This design comes from an exercise in tuning for small area on the open sky130 flow, not from production work. Function was checked by simulation only, so behaviour that the tests miss may differ from the original. Power and IR drop assume default switching activity.

## design.v

```verilog
module slider_window_decode(
	input clk, reset,
	input [6:0] addr,
	input start,
	input bits,
	input [7:0] thresh_sectionalizer,
	input synclk,
	input [7:0] thresh_start, thresh_end,
	output reg done,
	output reg target_start, target_end
);
	localparam N = 128;
	reg synclk_d;
	reg [1:0] sect;
	reg [4:0] pslot;
	reg plane;
	always @(posedge clk, negedge reset) begin
		if (!reset) begin
			synclk_d <= 1'b0; sect <= 2'd0; pslot <= 5'd0; plane <= 1'b0;
		end else begin
			synclk_d <= synclk;
			if (synclk & !synclk_d) begin
				sect <= sect + 2'd1;
				if (sect == 2'd3) begin
					if (pslot == 5'd19) begin pslot <= 5'd0; plane <= !plane; end
					else pslot <= pslot + 5'd1;
				end
			end
		end
	end
	reg [4:0] ph20;
	reg [1:0] ph3;
	always @(posedge clk, negedge reset) begin
		if (!reset) begin ph20 <= 5'd0; ph3 <= 2'd0; end
		else begin
			ph20 <= (ph20 == 5'd19) ? 5'd0 : ph20 + 5'd1;
			ph3  <= (ph3 == 2'd2) ? 2'd0 : ph3 + 2'd1;
		end
	end
	reg [5:0] clr;
	wire clearing = !clr[5];
	always @(posedge clk, negedge reset) begin
		if (!reset) clr <= 6'd0;
		else if (clearing) clr <= clr + 6'd1;
	end
	wire last = (sect == 2'd3);
	reg [4:0] k;
	always @(posedge clk, negedge reset) begin
		if (!reset) k <= 5'd0;
		else if (k == 5'd0) begin if (start) k <= 5'd1; end
		else if (k == (last ? 5'd27 : 5'd6)) k <= 5'd0;
		else k <= k + 5'd1;
	end
	wire [N-1:0] sel = clearing ? {N{1'b1}} : ({{(N-1){1'b0}}, 1'b1} << addr);
	wire [N-1:0] ta, tb, tc;
	wire wd_a, wd_b, wd_c;
	genvar c;
	generate for (c = 0; c < N; c = c + 1) begin : rc
		reg [19:0] wa, wb;
		reg [2:0] sc;
		always @(posedge clk) begin
			wa <= {sel[c] ? wd_a : wa[0], wa[19:1]};
			wb <= {sel[c] ? wd_b : wb[0], wb[19:1]};
			sc <= {sel[c] ? wd_c : sc[0], sc[2:1]};
		end
		assign ta[c] = wa[0];
		assign tb[c] = wb[0];
		assign tc[c] = sc[0];
	end endgenerate
	wire tap_a = ta[addr];
	wire tap_b = tb[addr];
	wire tap_c = tc[addr];
	reg [2:0] scr;
	always @(posedge clk) begin
		if (k == 5'd1 || k == 5'd2 || k == 5'd3) scr[ph3] <= tap_c;
	end
	wire [2:0] cnt = {1'b0, scr[1:0]} + {2'd0, bits};
	wire g = ({5'd0, cnt} > thresh_sectionalizer);
	wire lap = last && (k >= 5'd4) && (k <= 5'd23);
	wire hit = lap && (ph20 == pslot);
	assign wd_a = !clearing && ((hit && !plane) ? g : tap_a);
	assign wd_b = !clearing && ((hit &&  plane) ? g : tap_b);
	reg [5:0] sum;
	always @(posedge clk) begin
		if (k == 5'd3) sum <= 6'd0;
		else if (lap) sum <= sum + {5'd0, wd_a} + {5'd0, wd_b};
	end
	wire h_tgt = scr[2];
	wire is_start = !h_tgt && ({2'd0, sum} == thresh_start);
	wire is_end   =  h_tgt && ({2'd0, sum} == thresh_end);
	reg cnew;
	always @(posedge clk) begin
		if (k == 5'd24) cnew <= is_start | (h_tgt & !is_end);
	end
	wire wr_hits = !last && (k >= 5'd4) && (k <= 5'd6);
	wire wr_fin  =  last && (k >= 5'd25);
	assign wd_c = !clearing && (
		wr_hits ? ((ph3 == 2'd0) ? cnt[0] : (ph3 == 2'd1) ? cnt[1] : tap_c) :
		wr_fin  ? ((ph3 == 2'd2) ? cnew : 1'b0) :
		tap_c);
	always @(posedge clk, negedge reset) begin
		if (!reset) begin
			done <= 1'b0; target_start <= 1'b0; target_end <= 1'b0;
		end else begin
			done <= last && (k == 5'd24);
			if (last && k == 5'd24) begin
				if (is_start) target_start <= 1'b1;
				else if (is_end) target_end <= 1'b1;
				else begin target_start <= 1'b0; target_end <= 1'b0; end
			end
		end
	end
endmodule
```

## run.sh

```bash
#!/bin/bash
# synth_recipe.tcl (not shown) runs the flow's synth.tcl, then flattens the netlist and writes it again
# the make line also repeats each setting of config.mk as NAME=value (left out here)
make -C /OpenROAD-flow-scripts/flow DESIGN_CONFIG=/design/flow/config.mk WORK_HOME=/design/flow/orfs CLKGATE_MAP_FILE= SYNTH_SCRIPT=/design/flow/synth_recipe.tcl finish
```

## config.mk

```make
export PLATFORM = sky130hd
export DESIGN_NAME = slider_window_decode
export DESIGN_NICKNAME = slider_window_decode
export VERILOG_FILES = /design/flow/design.v
export SDC_FILE = /design/flow/constraint.sdc
export NUM_CORES = 4
export LEC_CHECK = 0
export CAP_MARGIN = 20
export CORE_MARGIN = 2
export CORE_UTILIZATION = 50
export SLEW_MARGIN = 20
export SYNTH_MEMORY_MAX_BITS = 16384
```

## constraint.sdc

```tcl
create_clock -name core_clock -period 10.0 [get_ports {clk}]
set_input_delay 2.0000 -clock core_clock [delete_from_list [all_inputs] [get_ports {clk}]]
set_output_delay 2.0000 -clock core_clock [all_outputs]
set_load 0.01 [all_outputs]
```

==> results.txt, run 1 <==
Averaged over all synthesized cells, the footprint is 17.1 µm². The final-report hold violation count is 0. The post-placement cell area is 0.125 mm². The critical setup path kind is in2reg.

The internal power summed over all cells is 0.0333 W. The starting density of the core is 0.503. Synthesis inferred 5,544 register bits. The clock edge transition at the registers on the reported setup and hold paths came out at 0.07 ns.

The core area came out at 0.240 mm². From left edge to right edge, the die measures 496 µm. The number of clock sinks came out at 5,544. The number of standard-cell rows in the floorplan came out at 180. The worst-case setup margin in the final layout came out at 4.69 ns. The top achievable clock speed came out at 0.188 GHz. The number of nets in the synthesized netlist came out at 7,105. The gate count of the mapped netlist is 7,050. Entering global routing, the biggest net connects 107 pins. The critical path capture point type is a flop. The share of total power dissipated in sequential elements is 0.543. For this design the ratio of total power to cell area is 292 mW/mm². For this design, the slowest cell found on the critical path is sky130_fd_sc_hd__or4_1. The post-synthesis share of cell area spent on xor and xnor gates is 0.00232.

Of the total synthesized cell area, the portion taken by AND, OR, NAND and NOR gates is 0.0120. The total net switching power came out at 0.00790 W. The static power due to leakage came out at 56.1 nW.

Traced cell by cell, the critical path runs through buf_2 > buf_4 > inv_1 > o41ai_1 > nor4_1 > or4_1 > o211ai_1 > fa_1 > inv_1 > and4_1 > nand3_1 > xor2_1 > nor2_1. The total stage count of the critical path is 13. The final number of setup-violating endpoints came out at 0. The count of unresolved DRC violations after routing is 0.

The maximum fanout count along the critical path came out at 25. The critical path endpoint is sum[5]$_SDFFE_PP0N_. At the pin with the least slew margin, the transition time is 1.03 ns. The last weighted congestion value of the routability-driven placer came out at 0.851. After synthesis, the largest family of logic cells by area is compound AO/OA/AOI/OAI gates. The worst setup path is launched from an input port. In this run the critical register-to-register path is launched from sect[0]$_DFFE_PN0P_. After detailed routing, the wire length on met1 is 96.3 mm. Of the post-synthesis cell area, the dominant cell type holds 0.913.

Detailed placement finished with a half-perimeter wire length of 114 mm. The number of vias per cell came out at 4.36. The count of fill cells added during filler insertion came out at 17,700. The setup TNS after final layout came out at 0 ns. After detailed routing, no signal wire sits above met4. The complex-gate fraction of the synthesized area came to 0.0365. The count of input and output buffers is 38.

The number of buffers added by the clock tree synthesis step is 474. The finished cells cover 0.141 mm². In the synthesized netlist the dominant register cell turns out to be sky130_fd_sc_hd__dfxtp_1. Setup repair after global routing left no endpoint under its margin. The post-route clock period utilization came out at 0.531. CTS placed an instance of sky130_fd_sc_hd__clkbuf_16 at the clock tree root. Of the total synthesized cell area, the portion taken by full adders, half adders and majority gates is 0.00203.

The number of cells on the worst reg-to-reg path is 12. The number of flops mapped to enable cells by yosys came out at 4. For the worst setup path, the data required time is 10.85 ns. The final number of max-transition violations is 0.

The count of hold buffers inserted by post-cts repair came out at 0. The worst slack at placement came out at 3.77 ns. The count of buffering cells on the critical path with inverters included came out at 4. The library cells used most frequently in the layout, excluding fill and tap cells, are sky130_fd_sc_hd__dfxtp_1, sky130_fd_sc_hd__clkbuf_16, sky130_fd_sc_hd__o21ai_0. The final routed wirelength across all metal layers came out at 187 mm. The total iterations of the first detailed-routing run is 6.

In the synthesized netlist the async set-or-reset flop fraction comes to 0.00541. The die is 496 µm tall. Of all cell types, the one taking the most synthesized area is sky130_fd_sc_hd__dfxtp_1. Once placement completed, the tool counted placed cells totaling 10,200.

The flow ran to the end and the layout has no timing, DRC or antenna violations. The length of routed met2 wiring came out at 74.6 mm. Of the post-synthesis cell area, the part taken by muxes is 0.0199. The number of H-tree branching levels came out at 5.

The detail route stage leaves a number of antenna-violating nets equal to 0. The layout overhead on the synthesized area came out at 16.6%. Leaving out fill and tap cells, the most frequent cell in the layout is sky130_fd_sc_hd__dfxtp_1.

In the global route stage, overall resource usage came out at 0.151. The via count of the first global-routing pass was 46,700. The number of DRC violations after detailed-routing iteration 0 came out at 3,168. The CTS tree is done.

Of the total power, the share spent switching nets is 0.192. By instance count, the cell type seen most on the critical path is sky130_fd_sc_hd__inv_1. The path class of the tightest hold or removal check is reg2reg. The net count of the finished layout is 7,499. The arrival time at the worst endpoint is 6.15 ns. The finished layout holds 11,000 standard cells, fillers aside. Max-cap violations in this run came to 0. The I/O pin count came out at 39. The worst-skew pair later-pin latency is 0.99 ns. The via count is 48,100. In the final layout, the share of cells above drive strength 1 is 0.116. The endpoint of the worst register-to-register path is sum[5]$_SDFFE_PP0N_. In the post-synthesis netlist, the biggest area contributors are sky130_fd_sc_hd__dfxtp_1, sky130_fd_sc_hd__mux4_2, sky130_fd_sc_hd__o21ai_0, sky130_fd_sc_hd__a21oi_1, sky130_fd_sc_hd__dfrtp_1. The initial antenna violation count is 26. The kind of cell with the highest combined delay on the critical path is buffers and inverters. The number of setup buffers added after CTS came out at 0. The biggest cell delay along the critical path came out at 0.68 ns. The number of distinct library cells after synthesis is 62. The final critical-path required period is 5.31 ns. The first global-routing pass estimated 279 mm of wire.

Counting along the longest clock path gives a buffer depth of 4. Across all register-to-register paths, the minimum setup slack is 5.89 ns. The yosys synthesis warning count is 1. After synthesis the cells add up to 0.121 mm². The area of the die is 0.246 mm². The routed design uses 9.34 mm of met3 wire. The worst clock skew is 0.0632 ns. In the final routed layout, each cell accounts on average for 16.9 µm. The number of resized instances in the post-cts repair step came out at 0. The power share of the clock group came out at 0.446. The maximum ir drop on the vdd rail is 0.187 mV. Of the total power, combinational logic draws 0.011. In this run the worst setup path begins at addr[3].

The tightest hold path in the finished design has a slack of 0.277 ns. The relative max-transition margin is 0.316. The remaining global-route overflow is 0. The fraction of the yosys area taken by sequential cells is 0.920.
how the worst min path moves through the flow:
stage,from,endpoint,depth (start not counted)
after floorplan,rc[0].sc[1]$_DFF_P_,rc[0].sc[0]$_DFF_P_,0
after global routing,rc[39].wa[6]$_DFF_P_,rc[39].wa[5]$_DFF_P_,0
after detailed placement,rc[115].wa[16]$_DFF_P_,rc[115].wa[15]$_DFF_P_,0
after CTS,rc[37].wb[16]$_DFF_P_,rc[37].wb[15]$_DFF_P_,0
final,rc[38].wa[5]$_DFF_P_,rc[38].wa[4]$_DFF_P_,0
after global placement,rc[7].wa[12]$_DFF_P_,rc[7].wa[11]$_DFF_P_,0
final cells by class:
cell class	count	area, µm²	area share
Inverter	22	82.6	0.000586
Tap cell	3185	3990	0.0283
Clock buffer	706	14100	0.100
Clock inverter	152	2010	0.0143
Antenna cell	22	55.1	0.000391
Multi-Input combinational cell	1341	8810	0.0626
Sequential cell	5544	111000	0.790
Timing Repair Buffer	61	549	0.00390
synthesized netlist by cell type, drive strengths merged, types with 4 or more instances:
library cell     n
a211oi          10
a21oi          389
a221oi           5
a22o             4
a22oi            8
and2             7
and3             4
buf             73
clkbuf          70
dfrtp           30
dfxtp         5510
edfxtp           4
ha              18
inv             20
mux2            10
mux2i            8
mux4            98
nand2           72
nand2b           4
nand3           20
nand4            8
nor2           168
nor2b           12
nor3            13
nor4             5
o211ai           4
o21ai          393
o22ai            4
or2              4
or3              4
xnor2           14
xor2            18
flip-flops by register name, summed over array words and instances, names as in the netlist:
signal / count
rc.wb: 2560
clr: 6
target_end: 1
cnew: 1
sum: 6
scr: 3
rc.wa: 2560
plane: 1
ph3: 2
k: 5
target_start: 1
rc.sc: 384
sect: 2
synclk_d: 1
pslot: 5
done: 1
ph20: 5
stage by stage:
stage,util,total power (W)
after detailed placement,0.519,0.0233
after CTS,0.586,0.0416
after global routing,0.586,0.0425
final,0.586,0.0412
after global placement,0.519,0.0233
after floorplan,-,0.0231
cells by family after synthesis:
logic type | count (synthesis)
AOI/OAI and AO/OA | 842
muxes | 116
adders and majority gates | 19
DFF | 5544
and+or+nand+nor | 332
buffers and inverters | 165
xor gates and xnor gates | 32
worst reg2reg max path, stage by stage (launching register included):
cell                        delay [ns]
sky130_fd_sc_hd__dfrtp_1          0.37
sky130_fd_sc_hd__ha_1             0.32
sky130_fd_sc_hd__and3_1           0.57
sky130_fd_sc_hd__nand4_1          0.62
sky130_fd_sc_hd__o2111ai_1        0.41
sky130_fd_sc_hd__or4_1            0.27
sky130_fd_sc_hd__o211ai_1         0.16
sky130_fd_sc_hd__fa_1             0.58
sky130_fd_sc_hd__inv_1            0.13
sky130_fd_sc_hd__and4_1           0.23
sky130_fd_sc_hd__nand3_1          0.10
sky130_fd_sc_hd__xor2_1           0.17
sky130_fd_sc_hd__nor2_1           0.06
power groups by stage:
stage	Combinational (W)	Clock, W	Sequential, W
6_report	0.000457	0.0184	0.0224
5_1_grt	0.000495	0.0197	0.0224
4_1_cts	0.000456	0.0188	0.0224
3_5_place_dp	0.000454	0	0.0229
3_3_place_gp	0.000441	0	0.0228
2_1_floorplan	0.000322	0	0.0228
routing by layer:
layer,global-route usage,vias to the layer above
li1,-,23700
met1,0.227,22800
met2,0.208,1161
met3,0.0327,395
met4,0.0649,0
met5,0,-
==> run 2, diff against run 1 <==
--- a/config.mk
+++ b/config.mk
@@ -7,6 +7,9 @@
 export LEC_CHECK = 0
 export CAP_MARGIN = 20
 export CORE_MARGIN = 2
-export CORE_UTILIZATION = 50
+export CORE_UTILIZATION = 70
+export CTS_BUF_LIST = sky130_fd_sc_hd__clkbuf_4
+export CTS_CLUSTER_DIAMETER = 35
+export CTS_CLUSTER_SIZE = 11
 export SLEW_MARGIN = 20
 export SYNTH_MEMORY_MAX_BITS = 16384
==> run 2 against run 1 <==
Synthesized cell count unchanged; largest cell class unchanged; non-clock buffer count unchanged; clock skew down 0.0067 ns; still clean; worst hold slack better by 0.026 ns; sequential power about the same; design area down 8.0%; total power down 21%; maximum frequency up 1.3%; critical endpoint is now sum[2]$_SDFFE_PP0N_; via count up 1.2%.
==> results.txt, run 2 <==
The flow ran to the end and the layout has no timing, DRC or antenna violations. The number of H-tree branching levels is 6 (+1). The static power due to leakage came to 51.7 nW (-7.9%). The number of placed instances, taps included was 9,278 (-8.6%). The number of nets in the synthesized netlist came out at 7,105 (unchanged). The power per cell area came out at 251 mW/mm² (-14%). The final routed wirelength across all metal layers came out at 183 mm (-2.2%).

The maximum ir drop on the vdd rail is 0.150 mV (-20%). The buffer depth of the longest clock path came to 4 (unchanged). The worst setup path is of the in2reg kind. The relative max-transition margin came out at 0.320 (+0.00349).

The arrival time at the worst endpoint came to 6.48 ns (+0.33 ns). The worst clock skew came out at 0.0565 ns (-0.00671 ns). Setup repair after global routing left no endpoint under its margin. The final-report hold violation count came to 0 (unchanged). The largest registers in the layout are rc.wa: 2560 flops, rc.wb: 2560 flops, rc.sc: 384 flops.

The number of clock sinks came to 5,544 (unchanged). The number of flip-flops and latches in the synthesized netlist came out at 5,544 (unchanged). The path class of the tightest hold or removal check is reg2reg. The count of fill cells added during filler insertion was 10,300 (-41%). The number of resized instances in the post-cts repair step came out at 0 (unchanged). The area share of the largest cell type after synthesis was 0.913 (unchanged). The number of nets in the layout came out at 7,642 (+1.9%). The count of nets left with antenna violations after detail routing came to 0 (unchanged). The global-route wire length before repair came out at 274 mm (-1.6%).

The final core area utilization came out at 0.755 (+0.169). The largest net degree at the start of global routing is 111 (+3.7%). The number of setup buffers added after CTS came out at 0 (unchanged). In the post-synthesis netlist, the biggest area contributors are sky130_fd_sc_hd__dfxtp_1, sky130_fd_sc_hd__mux4_2, sky130_fd_sc_hd__o21ai_0, sky130_fd_sc_hd__a21oi_1, sky130_fd_sc_hd__dfrtp_1. The synthesized design spends more area on one cell type than any other, namely sky130_fd_sc_hd__dfxtp_1. The number of buffers added by the clock tree synthesis step is 617 (+30%).

The initial antenna violation count came out at 26 (unchanged). In the post-synthesis netlist, the cell with the most instances is sky130_fd_sc_hd__dfxtp_1. The last weighted congestion value of the routability-driven placer is 0.901 (+5.9%). The share of final-layout standard cells stronger than drive strength 1 is 0.117 (+0.000781). The setup TNS after final layout is 0 ns (unchanged). The area used by sequential logic in the layout is 0.111 mm² (unchanged).

The count of hold buffers inserted by post-cts repair was 0 (unchanged). The yosys synthesis warning count was 1 (unchanged). The worst-skew pair later-pin latency came to 1.38 ns (+0.39 ns). The required time reported for the critical path endpoint was 11.25 ns (+0.40 ns).

The routed wirelength normalized by instance count came to 18.1 µm (+7.0%). The total iterations of the first detailed-routing run is 5 (-1). The count of input and output buffers was 38 (unchanged). The number of distinct library cells after synthesis came to 62 (unchanged). The number of vias per cell is 4.83 (+11%). The number of cells in the finished layout apart from fillers came to 10,100 (-8.6%). The gate count of the mapped netlist is 7,050 (unchanged).

The final number of setup-violating endpoints came out at 0 (unchanged). For this run, the leading register cell type out of synthesis is sky130_fd_sc_hd__dfxtp_1. The starting density of the core is 0.704 (+0.201). The fraction of the yosys area taken by sequential cells came out at 0.920 (unchanged). The critical path capture point type is a flop. The final number of max-transition violations came out at 0 (unchanged).

The global-route usage over all layers is 0.210 (+0.0591). The proportion of synthesized flip-flops having asynchronous set or reset came to 0.00541 (unchanged). The core area came out at 0.172 mm² (-29%). The maximum fanout count along the critical path was 47 (+88%). The number of maximum-capacitance constraint violations is 0 (unchanged). The post-synthesis area per instance came out at 17.1 µm² (unchanged).

The width of the die is 419 µm (-15%). The remaining global-route overflow is 0 (unchanged). The post-route clock period utilization came out at 0.524 (-0.00657). The number of DRC violations after detailed-routing iteration 0 is 3,189 (+0.66%). The area occupied by multi-input gates came out at 0.00881 mm² (unchanged).

The count of unresolved DRC violations after routing is 0 (unchanged). The number of standard-cell rows in the floorplan is 152 (-16%). The layout overhead on the synthesized area is 7.23%. The via count is 48,600 (+1.2%).

The top achievable clock speed came out at 0.191 GHz (+1.3%). By count the netlist is led by sky130_fd_sc_hd__dfxtp_1, sky130_fd_sc_hd__o21ai_0, sky130_fd_sc_hd__a21oi_1. The I/O pin count came out at 39 (unchanged). TritonCTS built the clock tree.

The type of element launching the critical path is an input port. The number of flops mapped to enable cells by yosys came out at 4 (unchanged). The transition time at the pin with the least slew margin is 1.02 ns (-0.00523 ns).

The via count of the first global-routing pass is 47,600 (+2.0%). The synthesized area came out at 0.121 mm² (unchanged). The clock edge transition at the registers on the reported setup and hold paths came to 0.11 ns (+0.04 ns). The library cell used most frequently in the layout, excluding fill and tap cells, is sky130_fd_sc_hd__dfxtp_1. The buffer type at the clock tree root is sky130_fd_sc_hd__clkbuf_4. The detailed placer's ending HPWL is 115 mm (+0.99%).

The final critical-path required period is 5.24 ns (-0.0657 ns). In the layout the commonest cells are sky130_fd_sc_hd__dfxtp_1, sky130_fd_sc_hd__clkbuf_4, sky130_fd_sc_hd__o21ai_0. The area of the die is 0.176 mm² (-28%). The die boundary height is 419 µm (-15%).
## run 2: layer usage
metal,GRT usage,part of all wire
met5,0,0
met4,0.0854,0.030
met3,0.0481,0.055
met2,0.289,0.41
met1,0.323,0.51
## run 2: worst paths after layout
check	startpoint	to	slack, ns	cells after the start
min in group asynchronous	reset	pslot[2]$_DFFE_PN0P_	1.02	2
hold reg to reg	rc[9].wa[5]$_DFF_P_	rc[9].wa[4]$_DFF_P_	0.30	0
hold / removal	rc[9].wa[5]$_DFF_P_	rc[9].wa[4]$_DFF_P_	0.30	0
setup / recovery	addr[1]	sum[2]$_SDFFE_PP0N_	4.76	14
setup reg to reg	sect[0]$_DFFE_PN0P_	sum[5]$_SDFFE_PP0N_	5.98	12
max in group asynchronous	reset	clr[5]$_DFF_PN0_	8.64	2
## run 2: cell families after synthesis
group                      count (synthesis)  synth area share
DFF                                     5544             0.920
AOI/OAI and AO/OA                        842            0.0365
and+or+nand+nor                          332            0.0120
buffers and inverters                    165           0.00690
muxes                                    116            0.0199
xor gates and xnor gates                  32           0.00232
adders and majority gates                 19           0.00203
## run 2: cell type report
type                       count  area share
antenna                       23    0.000444
timing repair buffer          61     0.00449
multi-input combinational   1341      0.0680
inverter                      22    0.000638
tap                         2310      0.0223
sequential                  5544       0.858
clock buffer                 699      0.0405
clock inverter                81     0.00521
## run 2: worst max-delay path, cell delays in order
cell	delay (ns)
sky130_fd_sc_hd__buf_6	0.49
sky130_fd_sc_hd__buf_4	0.53
sky130_fd_sc_hd__mux4_2	0.58
sky130_fd_sc_hd__mux4_2	0.57
sky130_fd_sc_hd__nand2_1	0.12
sky130_fd_sc_hd__o2111ai_1	0.09
sky130_fd_sc_hd__or4_1	0.54
sky130_fd_sc_hd__o211ai_1	0.55
sky130_fd_sc_hd__fa_1	0.28
sky130_fd_sc_hd__inv_1	0.07
sky130_fd_sc_hd__ha_1	0.20
sky130_fd_sc_hd__nand2_1	0.10
sky130_fd_sc_hd__xor2_1	0.20
sky130_fd_sc_hd__nor2_1	0.06
## run 2: per-stage QoR
stage                     hold slack (ns)  setup slack, ns  power [W]  cell area [µm²]
final                               0.302             4.76     0.0326           130000
after global routing                0.289             4.70     0.0339           129000
after CTS                           0.284             4.92     0.0329           129000
after detailed placement            0.312             3.34     0.0233           124000
after global placement              0.309             3.43     0.0233           124000
after floorplan                     0.310             5.22     0.0231           121000
## run 2: report_power, final
part           total [W]  switching (W)  internal, W  leakage, nW
clock            0.00976        0.00624      0.00352         3.56
sequential        0.0223      0.0000908       0.0223         44.8
combinational   0.000465       0.000315     0.000150         3.26
==> run 3, diff against run 2 <==
==> flow/run.sh (new file) <==
#!/bin/bash
set -euo pipefail
export CTS_ARGS="-sink_clustering_enable -repair_clock_nets -dont_use_dummy_load -buf_list sky130_fd_sc_hd__clkbuf_4 -sink_clustering_size 11 -sink_clustering_max_diameter 35"
bash standard.sh finish > standard_flow.log 2>&1
==> standard.sh (new file) <==
#!/bin/bash
# synth_recipe.tcl (not shown) runs the flow's synth.tcl, then flattens the netlist and writes it again
# the make line also repeats each setting of config.mk as NAME=value (left out here)
make -C /OpenROAD-flow-scripts/flow DESIGN_CONFIG=/design/flow/config.mk WORK_HOME=/design/flow/orfs CLKGATE_MAP_FILE= SYNTH_SCRIPT=/design/flow/synth_recipe.tcl "${@:-finish}"
removed: run.sh
==> run 3 against run 2 <==
Clock power down 9.4%; area after synthesis unchanged; worst setup slack worse by 0.0065 ns; critical path depth unchanged; design area down 0.99%; die area unchanged; flip-flop and latch count unchanged; wire length down 0.26%; sequential power about the same; cell count down 1.6%; total power down 2.8%; critical path type unchanged; largest cell class unchanged.
==> results.txt, run 3 <==
The flow ran to the end and the layout has no timing, DRC or antenna violations. The number of flip-flops and latches in the synthesized netlist is 5,544 (unchanged). The dominant register cell in the synthesized netlist is sky130_fd_sc_hd__dfxtp_1. The via count of the first global-routing pass came to 47,400 (-0.54%).

In the layout the commonest cells are sky130_fd_sc_hd__dfxtp_1, sky130_fd_sc_hd__clkbuf_4, sky130_fd_sc_hd__o21ai_0. The detailed route wirelength on metal3 is 9.59 mm (-5.2%). The I/O pin count is 39 (unchanged). The core area came out at 0.172 mm² (unchanged).

The share of final-layout standard cells stronger than drive strength 1 came to 0.101 (-0.0162). The slowest stage of the critical path belongs to the cell sky130_fd_sc_hd__mux4_2. The number of buffers added by the clock tree synthesis step was 617 (unchanged). The required time reported for the critical path endpoint is 11.21 ns (-0.04 ns). The buffer type at the clock tree root is sky130_fd_sc_hd__clkbuf_4.

The final number of max-transition violations came out at 0 (unchanged). The maximum ir drop on the vdd rail came to 0.148 mV (-1.5%). The width of the die is 419 µm (unchanged). The critical path is of the in2reg type. The area of the die is 0.176 mm² (unchanged). The detailed placer's ending HPWL came out at 115 mm (unchanged).

The number of nets in the synthesized netlist came to 7,105 (unchanged). The static power due to leakage is 51.0 nW (-1.4%). The worst clock skew came out at 0.113 ns (+0.0567 ns). The largest net degree at the start of global routing is 111 (unchanged). Setup repair after global routing left no endpoint under its margin.

The count of hold buffers inserted by post-cts repair came out at 0 (unchanged). The relative max-transition margin came out at 0.322 (+0.00227). The proportion of synthesized flip-flops having asynchronous set or reset is 0.00541 (unchanged). The post-route clock period utilization is 0.525 (+0.000650).

The final critical-path required period came out at 5.25 ns (+0.00650 ns). The top achievable clock speed came to 0.191 GHz (-0.12%). Leaving out fill and tap cells, the most frequent cell in the layout is sky130_fd_sc_hd__dfxtp_1. The starting density of the core was 0.704 (unchanged). The length of routed met2 wiring is 74.1 mm (-0.23%).

The count of buffering cells on the critical path with inverters included came out at 3 (unchanged). The number of vias per cell was 4.87 (+0.96%). The number of DRC violations after detailed-routing iteration 0 is 3,184 (-0.16%). The number of nets in the layout came out at 7,642 (unchanged). The cell family contributing the most delay on the critical path is multiplexers.

The layout overhead on the synthesized area came out at 6.17%. The type of element launching the critical path is an input port. The total iterations of the first detailed-routing run came out at 7 (+2). The number of resized instances in the post-cts repair step is 0 (unchanged). TritonCTS built the clock tree. By instance count, the leading cell after synthesis is sky130_fd_sc_hd__dfxtp_1. The biggest cell delay along the critical path is 0.58 ns (about the same).

The arrival time at the worst endpoint came to 6.45 ns (-0.03 ns). The number of distinct library cells after synthesis came out at 62 (unchanged). The number of maximum-capacitance constraint violations came to 0 (unchanged). The initial antenna violation count came out at 25 (-3.8%). The worst-skew pair later-pin latency was 1.37 ns (about the same). The area share of the largest cell type after synthesis is 0.913 (unchanged). The final routed wirelength across all metal layers came out at 182 mm (-0.26%). The count of input and output buffers is 38 (unchanged). The setup TNS after final layout came to 0 ns (unchanged). The global-route wire length before repair is 273 mm (-0.37%). The buffer depth of the longest clock path is 4 (unchanged).

The maximum fanout count along the critical path was 47 (unchanged). The global-route usage over all layers is 0.209 (-0.000600). The fraction of the yosys area taken by sequential cells is 0.920 (unchanged). The minimum hold slack is 0.251 ns (-0.0516 ns). The power per cell area came out at 247 mW/mm² (-1.9%). The post-synthesis area per instance is 17.1 µm² (unchanged). The count of fill cells added during filler insertion came out at 10,500 (+1.2%).

In the synthesized netlist, the cells that appear most often are sky130_fd_sc_hd__dfxtp_1, sky130_fd_sc_hd__o21ai_0, sky130_fd_sc_hd__a21oi_1. The final number of setup-violating endpoints is 0 (unchanged). Summed over all instances, the cell type with the most area after synthesis is sky130_fd_sc_hd__dfxtp_1.

The remaining global-route overflow is 0 (unchanged). The number of flops mapped to enable cells by yosys came out at 4 (unchanged). The count of nets left with antenna violations after detail routing came out at 0 (unchanged). The number of setup buffers added after CTS is 0 (unchanged).

The dominant cell type by count on the critical path is sky130_fd_sc_hd__mux4_2. The synthesized area is 0.121 mm² (unchanged). The count of unresolved DRC violations after routing came out at 0 (unchanged). The yosys synthesis warning count was 1 (unchanged). The transition time at the pin with the least slew margin came out at 1.02 ns (-0.00340 ns).

Yosys attributes the largest share of cell area to sky130_fd_sc_hd__dfxtp_1, sky130_fd_sc_hd__mux4_2, sky130_fd_sc_hd__o21ai_0, sky130_fd_sc_hd__a21oi_1, sky130_fd_sc_hd__dfrtp_1. The via count is 48,300 (-0.62%). After detailed routing, no signal wire sits above met4. The routed wirelength normalized by instance count came out at 18.4 µm (+1.3%).

The number of standard-cell rows in the floorplan came out at 152 (unchanged). The number of H-tree branching levels came out at 6 (unchanged). The worst hold path belongs to the class reg2reg. The last weighted congestion value of the routability-driven placer came out at 0.901 (unchanged).

The final-report hold violation count came out at 0 (unchanged). The met1 wire length is 92.9 mm (+0.11%). The number of clock sinks came out at 5,544 (unchanged). The clock edge transition at the registers on the reported setup and hold paths came out at 0.08 ns (-0.03 ns).

STA classifies the critical path endpoint as a flop. The critical path goes through buf_6 > buf_4 > mux4_2 > mux4_2 > nand2_1 > o2111ai_1 > or4_1 > o211ai_1 > fa_1 > inv_1 > ha_1 > nand4_1 > xor2_1 > nor2_1. In the final layout, the registers with the most flip-flops are rc.wa: 2560 flops, rc.wb: 2560 flops, rc.sc: 384 flops.

The die boundary height is 419 µm (unchanged). The gate count of the mapped netlist is 7,050 (unchanged).
## run 3: cell counts after synthesis
Identical to the previous run, type by type.
## run 3: stage by stage
step	worst slack, ns	area [µm²]	utilization	instances	total power, W
finish	4.75	128000	0.748	9923	0.0317
detailed placement	3.34	124000	0.720	9278	0.0233
floorplan	5.22	121000	-	7050	0.0231
CTS	4.90	128000	0.747	9895	0.0320
global route	4.66	128000	0.747	9904	0.0330
global placement	3.43	124000	0.720	9277	0.0233
## run 3: cell families after synthesis
logic type	synth area share
AOI/OAI and AO/OA	0.0365
xor gates and xnor gates	0.00232
adders and majority gates	0.00203
buffers and inverters	0.00690
DFF	0.920
muxes	0.0199
and+or+nand+nor	0.0120
## run 3: cell type report
class	count	area (µm²)	share of cell area
diodes	28	70.1	0.000546
clock buffers	617	4630	0.0361
inverters	22	82.6	0.000644
multi-input cells	1341	8810	0.0687
flip-flops and latches	5544	111000	0.867
well taps	2310	2890	0.0225
repair buffers	61	582	0.00454
## run 3: final timing paths
check	to	slack, ns	depth (start not counted)	start
setup reg to reg	sum[4]$_SDFFE_PP0N_	6.09	12	k[2]$_DFFE_PN0P_
setup / recovery	sum[4]$_SDFFE_PP0N_	4.75	14	addr[1]
hold / removal	rc[33].sc[1]$_DFF_P_	0.25	0	rc[33].sc[2]$_DFF_P_
hold reg to reg	rc[33].sc[1]$_DFF_P_	0.25	0	rc[33].sc[2]$_DFF_P_
max in group asynchronous	pslot[4]$_DFFE_PN0P_	8.61	2	reset
min in group asynchronous	pslot[2]$_DFFE_PN0P_	1.04	2	reset
## run 3: report_power, final
part	internal, W	leakage [nW]	switching (W)	total [W]
clock	0.00286	2.84	0.00598	0.00884
combinational	0.000150	3.26	0.000313	0.000462
sequential	0.0223	44.8	0.0000914	0.0223
## run 3: worst reg2reg max path, cell delays in order (launching register included)
cell and delay, ns:
sky130_fd_sc_hd__dfrtp_1 0.49, sky130_fd_sc_hd__or3_1 0.40, sky130_fd_sc_hd__and3_1 0.30, sky130_fd_sc_hd__nand4_1 0.49, sky130_fd_sc_hd__o2111ai_1 0.15, sky130_fd_sc_hd__or4_1 0.55
sky130_fd_sc_hd__o211ai_1 0.54, sky130_fd_sc_hd__fa_1 0.28, sky130_fd_sc_hd__inv_1 0.07, sky130_fd_sc_hd__ha_1 0.20, sky130_fd_sc_hd__nand4_1 0.11, sky130_fd_sc_hd__xor2_1 0.17
sky130_fd_sc_hd__nor2_1 0.05
## run 3: metal layers
layer  GRT usage  vias up
li1            -    23800
met1       0.322    22900
met2       0.288     1262
met3      0.0464      357
met4      0.0885        0
met5           0        -

afterwards: timing with drivers on the ports:
Ports are ideal in the flow. The routed layouts listed here were re-timed in OpenROAD.
Step 1, drivers: a clkbuf_16 drives clk and a buf_2 each remaining input, both assumed.
Step 2 also shifts input and output timing later by t, the mid clock arrival at the registers, as if the neighbouring blocks saw the same clock.
Three values: ideal, step 1, step 2; two values: the first two.
| run | t (ns) | slack for setup (ns) | worst setup path at the end | clock arrival spread, ns |
|---|---|---|---|---|
| run 1 | 1.048 | 4.694 / 4.738 / 3.689 | input to register | 0.068 / 0.067 |
| run 2 | 1.429 | 4.760 / 4.785 / 3.356 | input to register | 0.061 / 0.061 |
| run 3 | 1.389 | 4.754 / 4.780 / 3.391 | input to register | 0.114 / 0.114 |
After both steps every run listed still meets setup and hold. For run 2, which loses most, drivers alone change the setup slack by +0.025 ns; drivers and shift together by -1.404 ns.
